From an optimization exercise on the open Yosys and OpenROAD flow, aimed at small area; shortcuts taken in it are not production practice. RTL that was checked went through simulation tests only; none was proved equivalent to the original. The clock port is modelled as an ideal driver; clocking choices that lean on that would not hold on a real chip. No activity file was given, so power comes from the tool's default toggle rates.

Setup of old:
## stego_top
module stego_top(
    input         clk,
    input         rst,
    input  [5:0]  sw,
    input         edge_detected,
    input         start_pixels,
    input  [23:0] message,
    input  [23:0] img,
    output [15:0] add_img,
    output [15:0] add_imgencoder,
    output [11:0] add_data,
    output [23:0] stego_out,
    output        stego_valid,
    output [23:0] msg_out
    );
export LEC_CHECK = 0
export ABC_AREA = 1
export CAP_MARGIN = 20
export CORE_MARGIN = 2
export CORE_UTILIZATION = 45
export PLACE_DENSITY = 0.6
export SLEW_MARGIN = 20
create_clock -name core_clock -period 6.0 [get_ports {clk}]
standard.sh (not shown) runs the stock make flow with config.mk's settings and CLKGATE_MAP_FILE= SYNTH_SCRIPT=/design/flow/synth_recipe.tcl, a recipe that flattens the netlist after the stock synthesis.
==> flow/flow/run.sh <==
#!/bin/bash
# Standard layout (standard.sh, unchanged synthesis), with these changes in
# how it is made:
#  - ports are buffered with the smallest buffer (buf_1) instead of the
#    default pick;
#  - clock tree: clkbuf_8 buffers, no dummy loads;
#  - after CTS, area recovery: each combinational cell takes the smallest
#    size that keeps slews, loads and slacks within margins.

set -euo pipefail
export BUFFER_PORTS_ARGS="-buffer_cell sky130_fd_sc_hd__buf_1"
export CTS_ARGS="-sink_clustering_enable -repair_clock_nets -buf_list sky130_fd_sc_hd__clkbuf_8 -dont_use_dummy_load"
export POST_CTS_TCL="$PWD/flow/area_recover.tcl"
bash standard.sh > standard.log 2>&1
Other scripts of this flow, unchanged in this note and not shown: flow/flow/area_recover.tcl
Input changes introduced in new (baseline for comparison: old):
--- a/flow/design.v
+++ b/flow/design.v
@@ -45,15 +45,21 @@
         add_imgencoder <= inc16(add_imgencoder, run);
         add_data <= inc16({4'd0, add_data}, step);
     end
 end
 wire [15:0] c_inc = inc16({11'd0, c}, 1'b1);
 always @(posedge clk) begin
-    started <= ~rst & (started | (valid & flag_AV_starting_img_pixels));
-    if ((hit & cmode) | rst)
-        c <= (c_last | rst) ? 5'd0 : c_inc[4:0];
+    if (rst) begin
+        started <= 0;
+        c <= 0;
+    end else begin
+        if (valid & flag_AV_starting_img_pixels)
+            started <= 1'b1;
+        if (hit & cmode)
+            c <= c_last ? 5'd0 : c_inc[4:0];
+    end
 end
 endmodule
 `timescale 1ns / 1ps
 module encoder(
 input clk, rst, input [5:0] Switches,
 input [23:0]  message,
@@ -122,18 +128,22 @@
             stego_out <= img;
             flag_starting_decoding <= 1'b0;
         end
     end
 end
 always @(posedge clk) begin
-    if (flag_start_encoding | rst) begin
-        enable1 <= flagAV_edge_detected & ~rst;
-        enable2 <= enable1 & ~rst;
-    end
-    if ((flag_start_encoding & enable2 & valid) | rst)
-        p <= (p_last | rst) ? 5'd0 : add5(p, w);
+    if (rst) begin
+        p <= 0;
+        enable1 <= 0;
+        enable2 <= 0;
+    end else if (flag_start_encoding) begin
+        enable1 <= flagAV_edge_detected;
+        enable2 <= enable1;
+        if (enable2 & valid)
+            p <= p_last ? 5'd0 : add5(p, w);
+    end
 end
 endmodule
 `timescale 1ns / 1ps
 module Decoderr(
     input clk, rst, input [5:0] Switches,
     input flag_enable_Decoder,
@@ -165,20 +175,20 @@
         for (i = 0; i < 5; i = i + 1) begin
             inc5[i] = q[i] ^ t;
             t = t & q[i];
         end
     end
 endfunction
-wire en  = flag_enable_Decoder & valid & ~rst;
+wire en  = flag_enable_Decoder & valid;
 wire sh1 = en & m4;
 wire sh2 = en & m16;
 wire sh3 = en & m2;
 wire sh4 = en & (m8 | l32);
 wire sh5 = en & m32 & ~l32;
 wire sh6 = en & m1;
-wire h   = ~(flag_enable_Decoder & valid) & ~rst;
+wire h   = ~en;
 wire [29:0] ext = {stego_in[17], stego_in[16], stego_in[9], stego_in[8], stego_in[1], stego_in[0], out};
 wire [23:0] nxt;
 genvar i;
 generate for (i = 0; i < 24; i = i + 1) begin : g
     wire x1 = (i + 1 < 24) ? out[(i+1) % 24] : stego_in[16];
     wire x2 = (i + 2 < 24) ? out[(i+2) % 24] : (i == 22 ? stego_in[0] : stego_in[16]);
@@ -192,15 +202,20 @@
     if (rst)
         msg_out <= 0;
     else if (en & (k == 5'd0))
         msg_out <= out;
 end
 always @(posedge clk) begin
-    out <= nxt;
-    if (en | rst)
-        k <= (k_last | rst) ? 5'd0 : inc5(k);
+    if (rst) begin
+        out <= 0;
+        k <= 0;
+    end else begin
+        out <= nxt;
+        if (en)
+            k <= k_last ? 5'd0 : inc5(k);
+    end
 end
 endmodule
 `timescale 1ns / 1ps
 module stego_top(
     input         clk,
     input         rst,
--- outcome ---
new went all the way through the flow, and no timing, DRC or antenna check failed.
Full die area deteriorates in new relative to old.
Between new and old, the difference in aggregate global-route resource usage is negligible.
Re overall die height: new and old aren't equal, and the lower value belongs to old.
Looking at longest individual stage delay on the worst path, new sits below old.
Compared with old, new shows final net count that has gone up by a few percent.
new: core utilization is 1.8 points lower than what old reported.
Looking at new and old, the wire length is a wash.
In new, cell area after layout is lower than in old.
Total power (new over old): decrease, 0.13 mW
Compared with old, new has extra setup slack.
In terms of register clock-pin slew on the reported worst setup and hold paths, old and new differ only marginally.
Measured against each other, new and old differ in cell depth of the worst setup path, the higher figure coming from new.
The RTL of old was laid out without a check of its function.

[afterwards: timing with drivers on the ports]
The results above use ideal ports. As a check the final layouts listed here were re-extracted and re-timed, cells and wires unchanged. Step 1, drivers: a clkbuf_16 drives clk and a buf_2 each remaining input, both assumed. Step 2 adds t to the input delays and takes it off the output delays; t is the mean of the earliest and latest rising clock arrival at the registers after step 1. Input paths then give back, and output paths get back, about the clock's delay inside the block. Slacks: ideal / step 1 / step 2; pairs: ideal / step 1.
run | t (ns) | slack for setup (ns) | hold slack, ns | worst setup path at the end
old | 0.735 | 1.318 / 1.324 / 0.589 | 0.459 / 0.459 / 0.459 | input to register
new | 0.732 | 1.492 / 1.499 / 0.767 | 0.469 / 0.469 / 0.469 | input to register
After both steps setup and hold are still met in every run listed. For old, which loses most, drivers alone change the setup slack by +0.006 ns; drivers and shift together by -0.729 ns.
